From an optimization exercise on the open Yosys and OpenROAD flow, aimed at small area; shortcuts taken in it are not production practice.
Only simulation tests tie the RTL to the original design; equivalence was not proved.
The clock port is modelled as an ideal driver, which makes a skipped or thinned clock tree look cheaper than it is; a real chip needs a root buffer or a tree.
No activity file was given, so power comes from the tool's default toggle rates.

==> exp/garnet: inputs <==
Design VendingMachine, start of the top module:
module VendingMachine(
  input        clock,
  input        reset,
  input  [4:0] io_price,
  input        io_coin2Raw,
  input        io_coin5Raw,
  input        io_buyRaw,
  output       io_releaseCan,
  output       io_alarm,
  output [6:0] io_seg,
  output [3:0] io_an
);
export LEC_CHECK = 0
export ABC_AREA = 1
export CAP_MARGIN = 20
export CORE_MARGIN = 2
export CORE_UTILIZATION = 60
export CTS_BUF_LIST = sky130_fd_sc_hd__clkbuf_8
export CTS_CLUSTER_DIAMETER = 200
export CTS_CLUSTER_SIZE = 40
export SLEW_MARGIN = 20
create_clock -name core_clock -period 10.0 [get_ports {clock}]
run.sh (not shown) runs the stock make flow with config.mk's settings and CLKGATE_MAP_FILE= SYNTH_SCRIPT=/design/flow/synth_recipe.tcl, a recipe that flattens the netlist after the stock synthesis.
==> exp/delta (differences from exp/garnet) <==
==> flow/flow/run.sh (new file) <==
#!/bin/bash
# Own layout flow: the standard layout (standard.sh) with three changes:
#  - synthesis maps the logic with an area-only ABC script (no timing-driven
#    buffering or up-sizing; the 10 ns clock leaves ample slack),
#  - ports are buffered with sky130_fd_sc_hd__buf_1,
#  - the clock tree uses a few large clusters and no dummy loads.
# Each make run's full output goes to its own log file in the work folder.
set -euo pipefail
W=$PWD
F=$W/flow

# synthesis script: the standard flow's own, with the abc call pointed at our ABC script
{
  echo 'proc abc {args} {'
  echo '  set i [lsearch -exact $args -script]'
  echo "  if {\$i >= 0} { lset args [expr {\$i + 1}] $F/abc_min.script }"
  echo '  yosys abc {*}$args'
  echo '}'
  cat "$W/synth_recipe.tcl"
} > "$W/own_synth.tcl"

EXTRA=(
  "SYNTH_SCRIPT=$W/own_synth.tcl"
  "BUFFER_PORTS_ARGS=-buffer_cell sky130_fd_sc_hd__buf_1"
  "CTS_ARGS=-sink_clustering_enable -repair_clock_nets -dont_use_dummy_load -buf_list sky130_fd_sc_hd__clkbuf_8 -sink_clustering_size 30 -sink_clustering_max_diameter 150"
)

bash "$W/standard.sh" "${EXTRA[@]}" synth > "$W/synth.log" 2>&1
bash "$W/standard.sh" "${EXTRA[@]}" finish > "$W/layout.log" 2>&1
test -s "$W/out/final.def"
==> flow/flow/abc_min.script (new file) <==
strash
dch -f
map -a
topo
==> flow/standard.sh (new file) <==
#!/bin/bash
# synth_recipe.tcl (not shown) runs the flow's synth.tcl, then flattens the netlist and writes it again
# the make line also repeats each setting of config.mk as NAME=value (left out here)
make -C /OpenROAD-flow-scripts/flow DESIGN_CONFIG=/design/flow/config.mk WORK_HOME=/design/flow/orfs CLKGATE_MAP_FILE= SYNTH_SCRIPT=/design/flow/synth_recipe.tcl "${@:-finish}"
ABC_AREA = unset   (was 1)
CTS_BUF_LIST = unset   (was sky130_fd_sc_hd__clkbuf_8)
CTS_CLUSTER_DIAMETER = unset   (was 200)
CTS_CLUSTER_SIZE = unset   (was 40)
removed: flow/run.sh
==> comparison <==
Of exp/garnet and exp/delta, exp/garnet has the higher clock skew (gap 0.0015 ns).
Of exp/delta and exp/garnet, exp/garnet has the higher die area (gap 7.4%, measured against exp/garnet).
Of exp/delta and exp/garnet, exp/garnet has the higher first-iteration DRC count (gap 39%, measured against exp/garnet).
Against exp/garnet, the synthesized cell count of exp/delta is lower by 12%.
Via count: exp/delta is lower than exp/garnet (about 6%).
Global-route usage: exp/garnet is higher than exp/delta (1.5 points).
Of exp/delta and exp/garnet, exp/garnet has the higher utilization (gap 1.5 points).

---

==> inputs of v1 <==
VendingMachine, a different RTL version from the one above (not shown whole).
export LEC_CHECK = 0
export CAP_MARGIN = 20
export CORE_MARGIN = 2
export CORE_UTILIZATION = 60
export GPL_TIMING_DRIVEN = 0
export SLEW_MARGIN = 20
create_clock -name core_clock -period 10.0 [get_ports {clock}]
standard.sh (not shown) runs the stock make flow with config.mk's settings and CLKGATE_MAP_FILE= SYNTH_SCRIPT=/design/flow/synth_recipe.tcl, a recipe that flattens the netlist after the stock synthesis.
==> flow/flow/run.sh <==
#!/bin/bash
# Own layout flow: the standard layout (standard.sh) with three changes:
#  - synthesis maps the logic with an area-only ABC script (dc2, dch, amap; no timing-driven
#    buffering or up-sizing; the 10 ns clock leaves ample slack),
#  - ports are buffered with sky130_fd_sc_hd__buf_1,
#  - the clock tree keeps only 5 of its leaf buffers (collapse_clock.tcl).
# Each make run's full output goes to its own log file in the work folder.
set -euo pipefail
W=$PWD
F=$W/flow

# synthesis script: the standard flow's own, with the abc call pointed at our ABC script
{
  echo 'proc abc {args} {'
  echo '  set i [lsearch -exact $args -script]'
  echo "  if {\$i >= 0} { lset args [expr {\$i + 1}] $F/abc_min.script }"
  echo '  yosys abc {*}$args'
  echo '}'
  cat "$W/synth_recipe.tcl"
} > "$W/own_synth.tcl"

EXTRA=(
  "SYNTH_SCRIPT=$W/own_synth.tcl"
  "BUFFER_PORTS_ARGS=-buffer_cell sky130_fd_sc_hd__buf_1"
  "CTS_ARGS=-sink_clustering_enable -repair_clock_nets -dont_use_dummy_load -buf_list sky130_fd_sc_hd__clkbuf_8 -root_buf sky130_fd_sc_hd__clkbuf_8 -apply_ndr none"
  "POST_CTS_TCL=$F/collapse_clock.tcl"
)

bash "$W/standard.sh" "${EXTRA[@]}" synth > "$W/synth.log" 2>&1
bash "$W/standard.sh" "${EXTRA[@]}" finish > "$W/layout.log" 2>&1
test -s "$W/out/final.def"
==> flow/flow/collapse_clock.tcl <==
# POST_CTS hook: the design has few registers, so keep only K of the H-tree's
# leaf buffers (the K that best cover the registers), drive every register
# from its nearest kept leaf buffer, and delete the other leaf buffers.
set K [expr {[info exists ::env(CLOCK_LEAVES)] ? $::env(CLOCK_LEAVES) : 5}]
set block [ord::get_db_block]
set root [$block findInst clkbuf_0_clock]
set rootOut [[$root findITerm X] getNet]
set leaves {}
set sinks {}
foreach it [$rootOut getITerms] {
  set inst [$it getInst]
  if {$inst eq $root} { continue }
  if {[string match "sky130_fd_sc_hd__clkbuf_*" [[$inst getMaster] getName]]} {
    lappend leaves $inst
    foreach s [[[$inst findITerm X] getNet] getITerms] {
      if {[$s getInst] ne $inst} { lappend sinks $s }
    }
  } else {
    lappend sinks $it
  }
}
proc loc {inst} {
  set b [$inst getBBox]
  return [list [expr {([$b xMin] + [$b xMax]) / 2}] [expr {([$b yMin] + [$b yMax]) / 2}]]
}
proc dist {a b} { expr {abs([lindex $a 0] - [lindex $b 0]) + abs([lindex $a 1] - [lindex $b 1])} }
proc combos {lst k} {
  if {$k == 0} { return [list {}] }
  if {[llength $lst] < $k} { return {} }
  set out {}
  set first [lindex $lst 0]
  foreach c [combos [lrange $lst 1 end] [expr {$k - 1}]] { lappend out [concat [list $first] $c] }
  foreach c [combos [lrange $lst 1 end] $k] { lappend out $c }
  return $out
}
set sinkLoc {}
foreach s $sinks { lappend sinkLoc [loc [$s getInst]] }
if {$K > [llength $leaves]} { set K [llength $leaves] }
set best {}
set bestCost -1
foreach c [combos $leaves $K] {
  set cost 0
  foreach sl $sinkLoc {
    set m -1
    foreach l $c { set d [dist $sl [loc $l]]; if {$m < 0 || $d < $m} { set m $d } }
    incr cost $m
  }
  if {$bestCost < 0 || $cost < $bestCost} { set bestCost $cost; set best $c }
}
# reassign every sink to its nearest kept leaf
foreach s $sinks sl $sinkLoc {
  set m -1
  set to {}
  foreach l $best { set d [dist $sl [loc $l]]; if {$m < 0 || $d < $m} { set m $d; set to $l } }
  set net [[$to findITerm X] getNet]
  if {[$s getNet] ne $net} { $s disconnect; $s connect $net }
}
set removed 0
foreach l $leaves {
  if {[lsearch -exact $best $l] >= 0} { continue }
  set out [[$l findITerm X] getNet]
  [$l findITerm A] disconnect
  [$l findITerm X] disconnect
  odb::dbInst_destroy $l
  odb::dbNet_destroy $out
  incr removed
}
puts "collapse_clock: kept [llength $best] of [llength $leaves] leaf buffers, removed $removed, [llength $sinks] sinks"
detailed_placement
estimate_parasitics -placement
Other scripts of this flow, unchanged in this note and not shown: flow/flow/abc_min.script
==> inputs of v2, as changes to v1 <==
--- a/flow/flow/run.sh
+++ b/flow/flow/run.sh
@@ -1,7 +1,9 @@
 #!/bin/bash
-# Own layout flow: the standard layout (standard.sh) with three changes:
-#  - synthesis maps the logic with an area-only ABC script (dc2, dch, amap; no timing-driven
+# Own layout flow: the standard layout (standard.sh) with these changes:
+#  - synthesis leaves adders to ABC (no extract_fa / adder cells) and maps
+#    the logic with an area-only ABC script (dc2, dch, amap; no timing-driven
 #    buffering or up-sizing; the 10 ns clock leaves ample slack),
 #  - ports are buffered with sky130_fd_sc_hd__buf_1,
-#  - the clock tree keeps only 5 of its leaf buffers (collapse_clock.tcl).
+#  - the clock tree keeps only 4 of its leaf buffers, with a small root buffer
+#    (collapse_clock.tcl).
 # Each make run's full output goes to its own log file in the work folder.
@@ -23,2 +25,3 @@
   "SYNTH_SCRIPT=$W/own_synth.tcl"
+  "ADDER_MAP_FILE="
   "BUFFER_PORTS_ARGS=-buffer_cell sky130_fd_sc_hd__buf_1"
--- a/flow/flow/collapse_clock.tcl
+++ b/flow/flow/collapse_clock.tcl
@@ -1,5 +1,5 @@
-# POST_CTS hook: the design has few registers, so keep only K of the H-tree's
+# POST_CTS hook: the design has few registers, so keep only K (4) of the H-tree's
 # leaf buffers (the K that best cover the registers), drive every register
 # from its nearest kept leaf buffer, and delete the other leaf buffers.
-set K [expr {[info exists ::env(CLOCK_LEAVES)] ? $::env(CLOCK_LEAVES) : 5}]
+set K [expr {[info exists ::env(CLOCK_LEAVES)] ? $::env(CLOCK_LEAVES) : 4}]
 set block [ord::get_db_block]
@@ -67,2 +67,5 @@
 }
+# the root buffer now drives only the K leaf buffers: a small one will do
+# (a narrower cell in the same place stays legal)
+$root swapMaster [[ord::get_db] findMaster sky130_fd_sc_hd__clkbuf_2]
 puts "collapse_clock: kept [llength $best] of [llength $leaves] leaf buffers, removed $removed, [llength $sinks] sinks"
==> inputs of v18, as changes to v1 <==
--- a/flow/flow/run.sh
+++ b/flow/flow/run.sh
@@ -1,4 +1,5 @@
 #!/bin/bash
-# Own layout flow: the standard layout (standard.sh) with three changes:
-#  - synthesis maps the logic with an area-only ABC script (dc2, dch, amap; no timing-driven
+# Own layout flow: the standard layout (standard.sh) with these changes:
+#  - synthesis leaves adders to ABC (no extract_fa / adder cells) and maps
+#    the logic with an area-only ABC script (dc2, dch, amap; no timing-driven
 #    buffering or up-sizing; the 10 ns clock leaves ample slack),
@@ -23,2 +24,3 @@
   "SYNTH_SCRIPT=$W/own_synth.tcl"
+  "ADDER_MAP_FILE="
   "BUFFER_PORTS_ARGS=-buffer_cell sky130_fd_sc_hd__buf_1"
==> run notes <==
Mean area per synthesized cell: v2 7.16 µm²; v18 7.16 µm²; v1 7.36 µm²
Seq/total area: v2 0.387; v18 0.384; v1 0.368
Sequential area share after synthesis: v2 0.415; v18 0.415; v1 0.399
Simple-gate portion of the synthesized area: v2 0.292; v18 0.292; v1 0.280
Global Route met3 Usage: v2 0.0152; v18 0.0166; v1 0.0136
Final net count: v2 436; v18 437; v1 458
Vias/cell: v2 5.72; v18 5.73; v1 5.42
Actual transition at the worst max-transition pin: v2 0.748 ns; v18 0.760 ns; v1 0.833 ns
Number of gates on the worst path with buffers counted: v2 19; v18 19; v1 21
Proportion of netlist area held by the largest area contributor: v2 0.415; v18 0.415; v1 0.399
Syn Inst Count: v2 397; v18 397; v1 402
Maximum vdd drop: v2 131 µV; v18 131 µV; v1 130 µV
Highest-power group: v2 combinational cells; v18 combinational cells; v1 sequential cells
Outcome: v2 timing/DRC/antenna clean; v18 timing/DRC/antenna clean; v1 timing/DRC/antenna clean
Total area of multi-input combinational cells: v2 1490 µm²; v18 1490 µm²; v1 1580 µm²
Internal Power: v2 400 µW; v18 416 µW; v1 406 µW
Die area: v2 5310 µm²; v18 5310 µm²; v1 5510 µm²
Iteration-0 DRC count of the detailed router: v2 152; v18 123; v1 122
Clk_skew: v2 0.0133 ns; v18 0.0197 ns; v1 0.0268 ns
Total via count in the routed design: v2 2,736; v18 2,743; v1 2,692
Global router's overall resource usage: v2 0.225; v18 0.226; v1 0.218
Static leakage: v2 1.10 nW; v18 1.11 nW; v1 1.22 nW
Net switching fraction of the power: v2 0.405; v18 0.399; v1 0.385
Half-perimeter wire length after placement: v2 4.31 mm; v18 4.31 mm; v1 4.43 mm
Via count of the first global-routing pass: v2 2,331; v18 2,341; v1 2,400
Combined area of all synthesized cells: v2 2840 µm²; v18 2840 µm²; v1 2960 µm²
Number of instances in the placed design: v2 473; v18 473; v1 491

[static timing again, ports no longer ideal]
How much do the figures lean on ideal ports? The routed layouts below were timed once more, with nothing changed but the port constraints. Step 1 assumes that a clkbuf_16 drives the clock port and a buf_2 every other input. Step 2, shift: input delay + t, output delay - t, t = (earliest + latest rising clock arrival at the registers) / 2. This alone moves slack from input paths to output paths. a / b / c = ideal ports / drivers / drivers and shift; a / b = the first two.
run	t, ns	setup WS [ns]	worst data-port slew with drivers (ns)
exp/garnet	0.365	2.684 / 2.663 / 2.663	0.03
exp/delta	0.344	2.656 / 2.634 / 2.634	0.03
v1	0.337	2.675 / 2.651 / 2.651	0.03
v2	0.419	2.997 / 2.973 / 2.973	0.03
v18	0.334	2.985 / 2.961 / 2.961	0.03
After both steps setup and hold are still met in every run listed.
